What follows belongs to an exercise in optimizing a design on an open flow for small area; a production flow would make more cautious choices. The RTL was checked by simulation tests, not by an equivalence proof against the original design. Power figures rest on the tool's default switching activity, not on a simulated workload.

[design/flow/config.mk]
export PLATFORM = sky130hd
export DESIGN_NAME = cxs_tx_pktzr
export DESIGN_NICKNAME = cxs_tx_pktzr
export VERILOG_FILES = /design/flow/design.v
export SDC_FILE = /design/flow/constraint.sdc
export NUM_CORES = 4
export LEC_CHECK = 0
export CAP_MARGIN = 20
export CORE_MARGIN = 2
export CORE_UTILIZATION = 40
export SLEW_MARGIN = 20
[design/flow/run.sh]
#!/bin/bash
# synth_recipe.tcl (not shown) runs the flow's synth.tcl, then flattens the netlist and writes it again
# the make line also repeats each setting of config.mk as NAME=value (left out here)
make -C /OpenROAD-flow-scripts/flow DESIGN_CONFIG=/design/flow/config.mk WORK_HOME=/design/flow/orfs CLKGATE_MAP_FILE= SYNTH_SCRIPT=/design/flow/synth_recipe.tcl finish
[design/flow/design.v]
module top_cxs_pktzr_depktzr_tx(
    input  logic          tx_cxs_clk,       
    input  logic          tx_cxs_rst_n,     
    input  logic          tx_cxs_valid,			 
	input  logic          rx_ready,				 
    input  logic          tx_cxs_last,			 
    input  logic          tx_cxs_activereq,		 
    input  logic          tx_cxs_crdrtn,		 
    input  logic [2:0]    tx_cxs_prcltype,		 
    input  logic [13:0]   tx_cxs_cntl,			 
    input  logic [255:0]  tx_cxs_data,			 
    output logic          tx_cxs_activeack,    	 
    output logic          tx_cxs_crdgnt,       	 
    output logic          tx_cxs_deacthint,    	 
	output logic 		  pkt_send_sts_vld, 	 
    output logic          tx_valid,         	 
    output logic          tx_pkt_vld,       	 
	output logic 		  tx_header_err_vld,	 
	output logic [1:0]    pkt_send_sts,     	 
    output logic [511:0]  tx_pkt_data       	 
);
    logic tx_cxs_activeack_deassert;   	 
	logic data_buf_en;					 
    logic data_buf_valid;    			 
    logic tx_dp;    					 
    logic tx_cp;    					 
	logic tx_header_reg_vld;			 
	logic tx_cxs_activeack_d;			 
	logic tx_header_det;				 
    logic [1:0] cxs_tx_max_pkt_perflit;	 
    logic [1:0] cxs_tx_data_flitwidth;	 
    logic [255:0] tx_header;    		 
	logic [255:0] tx_header_reg;		 
    logic [255:0] data_buf;    			 
parameter MAX_PKT_PERFLIT = 2'b01;    
parameter DATA_FLITWIDTH  = 2'b01;    
always_ff @(posedge tx_cxs_clk or negedge tx_cxs_rst_n) 
  if (!tx_cxs_rst_n)	tx_valid <= 1'b0;
  else 					tx_valid <= tx_cxs_activereq;
  always_ff @(posedge tx_cxs_clk or negedge tx_cxs_rst_n) 
  if (!tx_cxs_rst_n)	tx_cxs_crdgnt <= 1'b0;
  else 					tx_cxs_crdgnt <= tx_cxs_activereq; 
assign tx_cxs_activeack_deassert = (!(tx_cxs_activereq & tx_valid & rx_ready));
always_ff @(posedge tx_cxs_clk or negedge tx_cxs_rst_n)
	if (!tx_cxs_rst_n)									tx_cxs_activeack <= 1'b0;
	else if (tx_cxs_activeack_deassert)					tx_cxs_activeack <= 1'b0;
	else if (tx_cxs_activereq & tx_valid & rx_ready)	tx_cxs_activeack <= 1'b1;
always_ff @(posedge tx_cxs_clk or negedge tx_cxs_rst_n)
	if (!tx_cxs_rst_n)	tx_cxs_deacthint <= 1'b0;
	else				tx_cxs_deacthint <= (tx_cxs_activeack & (!tx_cxs_activereq)); 
always_ff @(posedge tx_cxs_clk or negedge tx_cxs_rst_n)
  if (!tx_cxs_rst_n)	{data_buf_valid,data_buf} <= 257'h0;
  else					{data_buf_valid,data_buf} <= (!data_buf_en)? 257'h0:
                                                     (data_buf_en) ? {tx_cxs_valid,tx_cxs_data[255:0]} : {data_buf_valid,data_buf};	
always_ff @(posedge tx_cxs_clk or negedge tx_cxs_rst_n)
  if (!tx_cxs_rst_n)				data_buf_en <= 1'b0;
  else if ((! tx_cxs_activereq))	data_buf_en <= 1'b0;
  else if (tx_cxs_activeack) 		data_buf_en <= 1'b1;	
always_ff @(posedge tx_cxs_clk or negedge tx_cxs_rst_n)
  if (!tx_cxs_rst_n)	cxs_tx_max_pkt_perflit <= 2'h0;
  else 					cxs_tx_max_pkt_perflit <= (tx_cxs_activeack) ? MAX_PKT_PERFLIT : 2'h0;
always_ff @(posedge tx_cxs_clk or negedge tx_cxs_rst_n)
  if (!tx_cxs_rst_n)	cxs_tx_data_flitwidth <= 2'h0;
  else 					cxs_tx_data_flitwidth <= (tx_cxs_activeack) ? DATA_FLITWIDTH : 2'h0;
assign tx_dp = (^(data_buf[255:0])); 	  
assign tx_cp = (^(tx_header[253:0])); 	 
always_ff @ (posedge tx_cxs_clk or negedge tx_cxs_rst_n) 
    if (!tx_cxs_rst_n)	tx_cxs_activeack_d <= 1'b0;
	else                tx_cxs_activeack_d <= tx_cxs_activeack;
assign tx_header_err_vld = (!tx_cxs_activeack)?1'b0 : 
                           (tx_cxs_activeack_d) ? ((tx_header[253:52]!= 202'h0)	        | 
												   (tx_header[51:49] != tx_cxs_prcltype)|
												   (tx_header[48:47] != 2'h1)		    |
                                                   (tx_header[46:45] != 2'h1)		    |
												   (tx_header[44]	 != tx_cxs_last)	|
												   (tx_header[43:14] != 30'h0)		    |
                                                   (tx_header[13:0]  != tx_cxs_cntl[13:0])): 1'b0; 
assign tx_header_det = (data_buf_en & (! data_buf_valid))? 1'b1:1'b0;
assign tx_header = (tx_header_det | data_buf_en) ? {
  tx_dp,					 
  tx_cp,  					 
  202'h0,           		 
  tx_cxs_prcltype,			 
  cxs_tx_max_pkt_perflit,	 
  cxs_tx_data_flitwidth,	 
  tx_cxs_last,        		 
  30'h0,                  	 
  tx_cxs_cntl             	 
  } : 256'h0;
always_ff @ (posedge tx_cxs_clk or negedge tx_cxs_rst_n)
	if (!tx_cxs_rst_n) 	{tx_header_reg_vld,tx_header_reg} <= 257'h0;
	else              	{tx_header_reg_vld,tx_header_reg} <= (tx_header_det | data_buf_en) ? {1'b1,tx_header[255:0]} :257'h0; 
always_ff @(posedge tx_cxs_clk or negedge tx_cxs_rst_n)
	if (!tx_cxs_rst_n)	{tx_pkt_vld,tx_pkt_data} <= 513'h0;
	else				{tx_pkt_vld,tx_pkt_data} <= (data_buf_valid) ? {1'b1,data_buf[255:0],tx_header_reg[255:0]} : 513'h0;
always_ff @(posedge tx_cxs_clk or negedge tx_cxs_rst_n)
  if (!tx_cxs_rst_n)	pkt_send_sts <= 2'b00;
  else 					pkt_send_sts <= (tx_header_err_vld) ? 2'b10 : (data_buf_valid & (!tx_header_err_vld)) ? 2'b01 : 2'b00;
always_ff @(posedge tx_cxs_clk or negedge tx_cxs_rst_n)
  if (!tx_cxs_rst_n)	pkt_send_sts_vld <= 1'b0;
  else 					pkt_send_sts_vld <= (tx_header_err_vld | data_buf_valid);
endmodule
module cxs_tx_pktzr (
    input  logic          tx_cxs_clk,
    input  logic          tx_cxs_rst_n,
    input  logic          tx_cxs_valid,
    input  logic          rx_ready,
    input  logic          tx_cxs_last,
    input  logic          tx_cxs_activereq,
    input  logic          tx_cxs_crdrtn,
    input  logic [2:0]    tx_cxs_prcltype,
    input  logic [13:0]   tx_cxs_cntl,
    input  logic [255:0]  tx_cxs_data,
    output logic          tx_cxs_activeack,
    output logic          tx_cxs_crdgnt,
    output logic          tx_cxs_deacthint,
    output logic          pkt_send_sts_vld,
    output logic          tx_valid,
    output logic          tx_pkt_vld,
    output logic          tx_header_err_vld,
    output logic [1:0]    pkt_send_sts,
    output logic [255:0]  tx_pkt_payload,
    output logic [21:0]   tx_pkt_header
);
  logic [511:0] tx_pkt_data;
  top_cxs_pktzr_depktzr_tx u_tx (
    .tx_cxs_clk        (tx_cxs_clk),
    .tx_cxs_rst_n      (tx_cxs_rst_n),
    .tx_cxs_valid      (tx_cxs_valid),
    .rx_ready          (rx_ready),
    .tx_cxs_last       (tx_cxs_last),
    .tx_cxs_activereq  (tx_cxs_activereq),
    .tx_cxs_crdrtn     (tx_cxs_crdrtn),
    .tx_cxs_prcltype   (tx_cxs_prcltype),
    .tx_cxs_cntl       (tx_cxs_cntl),
    .tx_cxs_data       (tx_cxs_data),
    .tx_cxs_activeack  (tx_cxs_activeack),
    .tx_cxs_crdgnt     (tx_cxs_crdgnt),
    .tx_cxs_deacthint  (tx_cxs_deacthint),
    .pkt_send_sts_vld  (pkt_send_sts_vld),
    .tx_valid          (tx_valid),
    .tx_pkt_vld        (tx_pkt_vld),
    .tx_header_err_vld (tx_header_err_vld),
    .pkt_send_sts      (pkt_send_sts),
    .tx_pkt_data       (tx_pkt_data)
  );
  assign tx_pkt_payload = tx_pkt_data[511:256];
  assign tx_pkt_header  = {tx_pkt_data[255:254], tx_pkt_data[51:49], tx_pkt_data[47],
                           tx_pkt_data[45], tx_pkt_data[44], tx_pkt_data[13:0]};
endmodule
[design/flow/constraint.sdc]
create_clock -name core_clock -period 5.0 [get_ports {tx_cxs_clk}]
set_input_delay 1.0000 -clock core_clock [delete_from_list [all_inputs] [get_ports {tx_cxs_clk}]]
set_output_delay 1.0000 -clock core_clock [all_outputs]
set_load 0.01 [all_outputs]
==> summary.txt <==
Power
  • PD cells: 360.8 nW/um2
  • Maximum vdd drop: 0.2295 mV
  • Static leakage: 13.33 nW

Drt
  • Final WL: 52,690 um
  • Via density per instance: 4.344
  • Antenna Nets Post-Route: 0
  • Routed via count: 12,020
  • DR iter-0 viols: 502
  • Avg WL per Cell: 19.04 um
  • Top Layer Used: met5
  • WL met2: 26,240 um
  • Wire length on met1: 19,700 um
  • DRT Pass-1 Iters: 4
  • Met3 routed WL: 5162 um
  • Remaining DRCs: 0

Synth
  • Mapped Area: 20,260 um2
  • Sequential-to-total area share from yosys stat: 69.66%
  • Avg Cell Area, Syn: 13.86 um2
  • Number of distinct library cells after synthesis: 14
  • Synth Instances: 1,462
  • Syn Nets: 1,742
  • Seq cells post-synth: 564
  • YS warnings: 1

CTS
  • Cts bufs inserted: 59
  • Reg clk slew, reported paths: 0.06 ns
  • CTS H-tree lvls: 2
  • Post-CTS Setup Bufs: 0
  • TritonCTS sink count: 564
  • CTS root buf: clkbuf_16
  • # hold bufs at CTS: 0
  • Post-cts sizing count: 0
  • Clock buffer depth: 3
  • Clk Latency, worst-skew pair: 0.61 ns
  • CTS tree: built

Job
  • Max cap viols: 0

Timing
  • Rel. slew slack: 39.63%
  • Worst Skew: 0.02513 ns
  • Fmax: 0.2862 GHz
  • Min Clock Period, post-route: 3.494 ns
  • Setup tns final: 0 ns
  • Fin crit share: 69.87%
  • Worst-Margin Slew: 0.9055 ns
  • Final Max Slew Viols: 0
  • Final hold vios: 0
  • Hold WS: 0.3622 ns
  • RSZ-0062 raised after global routing: false
  • Final setup fails: 0

Placed design
  • DPL Wire Length: 38,200 um
  • Input/output buffers: 565
  • Placed Instances: 2,647
  • GP Congestion: 0.8063

Global routing
  • GRT Resource Usage Total: 20.35%
  • Largest net degree at the start of global routing: 124
  • Total gr overflow: 0
  • Initial antenna violation count: 18
  • First-pass GRT wire length: 79,720 um
  • Vias in the first global route: 13,090

Worst setup path
  • CP max stage delay: 0.81 ns
  • WS Path Type: reg2out
  • Critical Path Sink Type: output pin
  • Worst-path cell chain: or2_2 -> inv_1 -> clkdlybuf4s50_1
  • R2R setup slack: 2.76 ns
  • Critical path peak fanout: 101
  • Critical Path AT: 2.49 ns
  • CP startpoint kind: flip-flop
  • CP max stage cell: dfrtp_4
  • Worst EP required: 4.00 ns

Die
  • Core Region: 50,070 um2
  • Die X: 229.1 um
  • Row Count: 82
  • Die ar.: 52,460 um2
  • Die Y-Extent: 229.1 um
  • Number of I/O pins: 567
  • Initial Util: 40.46%

Final layout
  • Fin cells: 2,767
  • Max reg flops: 277
  • Area growth syn-to-layout: 42.25%
  • Fillers: 4,227
  • Layout cells sized above 1: 5.758%
  • # nets final: 2,317

Run status
  • Status: timing/DRC/antenna clean

Min path
  • Hold WC Path Type: in2async
[worst max-delay path: cells and delay by family (launching register included)]
| family | cells | cell delay (ns) |
|---|---|---|
| buf+inv | 2 | 0.62 |
| flops | 1 | 0.81 |
| simple gates | 1 | 0.45 |
[where the power goes]
part	leakage (nW)	switching, mW	internal (mW)
clock network	1.04	1.79	2.85
registers	7.81	0.0593	4.65
logic	4.47	0.463	0.583
[metal layers]
layer / up-vias / GRT usage, %
met5: - / 0
met1: 5951 / 23.16
met3: 101 / 8.715
met4: 14 / 7.163
li1: 5585 / -
met2: 370 / 34.26
[layout make-up]
class	instances	area, um2	share of cell area, %
antenna	11	27.53	0.09552
clock buffer	81	1752	6.078
clock inverter	27	350.3	1.216
inverter	1	3.754	0.01302
multi-input combinational	834	5898	20.47
sequential	564	14120	49.00
tap	672	840.8	2.918
timing repair buffer	577	5826	20.21
[cell usage after synthesis]
library cell | n | area [um2]
inv_1 | 1 | 3.750
dfrtp_1 | 564 | 14110
nand2_1 | 1 | 3.750
and2_2 | 1 | 7.510
and2_1 | 555 | 3472
or2_2 | 1 | 6.260
xor2_1 | 34 | 297.8
nand2b_1 | 1 | 6.260
buf_4 | 2 | 15.01
nor2b_1 | 1 | 6.260
and3_1 | 1 | 6.260
xnor2_1 | 238 | 2085
o21a_1 | 1 | 7.510
clkbuf_1 | 61 | 229.0
[cells by family after synthesis]
logic type	Yosys count	share of synthesized area, %
AOI/OAI and AO/OA	1	0.03707
DFF	564	69.66
xor gates and xnor gates	272	11.76
buffers and inverters	64	1.223
and+or+nand+nor	561	17.32
[path summary, 6_finish.rpt]
| check | start | end | cells past startpoint |
|---|---|---|---|
| min in group core_clock | u_tx.tx_header_reg[3] | u_tx.tx_pkt_data[3] | 1 |
| min reg2reg | u_tx.tx_header_reg[3] | u_tx.tx_pkt_data[3] | 1 |
| max in group asynchronous | tx_cxs_rst_n | u_tx.data_buf_valid | 2 |
| max | u_tx.data_buf_en | tx_header_err_vld | 3 |
| min | tx_cxs_rst_n | u_tx.tx_pkt_data[319] | 1 |
| max reg2reg | u_tx.data_buf[86] | u_tx.tx_header_reg[255] | 9 |
[layout by cell type (no fill, tap or decap)]
cell and n:
clkbuf_16 61, clkinv_2 14, bufinv_16 8, and3_1 1
nor2b_1 1, buf_12 6, buf_8 1, or2_2 1
diode_2 11, xnor2_1 238, clkinvlp_4 3, dfrtp_1 562
dfrtp_4 2, o21a_1 1, inv_6 2, inv_1 1
clkbuf_1 5, buf_4 6, and2_2 1, nand2_1 1
nand2b_1 1, clkbuf_8 15, clkdlybuf4s50_1 564, and2_1 555
xor2_1 34
[per-stage QoR]
step | area (um2) | worst slack (ns) | utilization [%] | power, mW
CTS | 28770 | 1.421 | 57.46 | 10.57
detailed placement | 26670 | 2.096 | 53.27 | 5.866
global route | 28810 | 1.369 | 57.54 | 10.83
floorplan | 20260 | 3.052 | - | 5.365
global placement | 26670 | 2.120 | 53.27 | 5.861
finish | 28820 | 1.506 | 57.56 | 10.40

[separate check: timing with driven ports]
The results above use ideal ports. As a check the final layout listed here was re-extracted and re-timed, cells and wires unchanged. Step 1 sets driving cells, clkbuf_16 on the clock port and buf_2 on the other inputs (assumed; they add their load-dependent delay and slew). Step 2 also shifts input and output timing later by t, the mid clock arrival at the registers, as if the neighbouring blocks saw the same clock. Three values: no drivers, after step 1, after step 2; two values: the first two.
shift t [ns]: 0.653
setup WS [ns]: 1.506 / 1.450 / 2.103
hold WS [ns]: 0.362 / 0.358 / 0.452
worst data-port slew with drivers (ns): 0.11
After both steps this run still meets setup and hold. For this run, drivers alone change the setup slack by -0.056 ns; drivers and shift together by +0.597 ns.
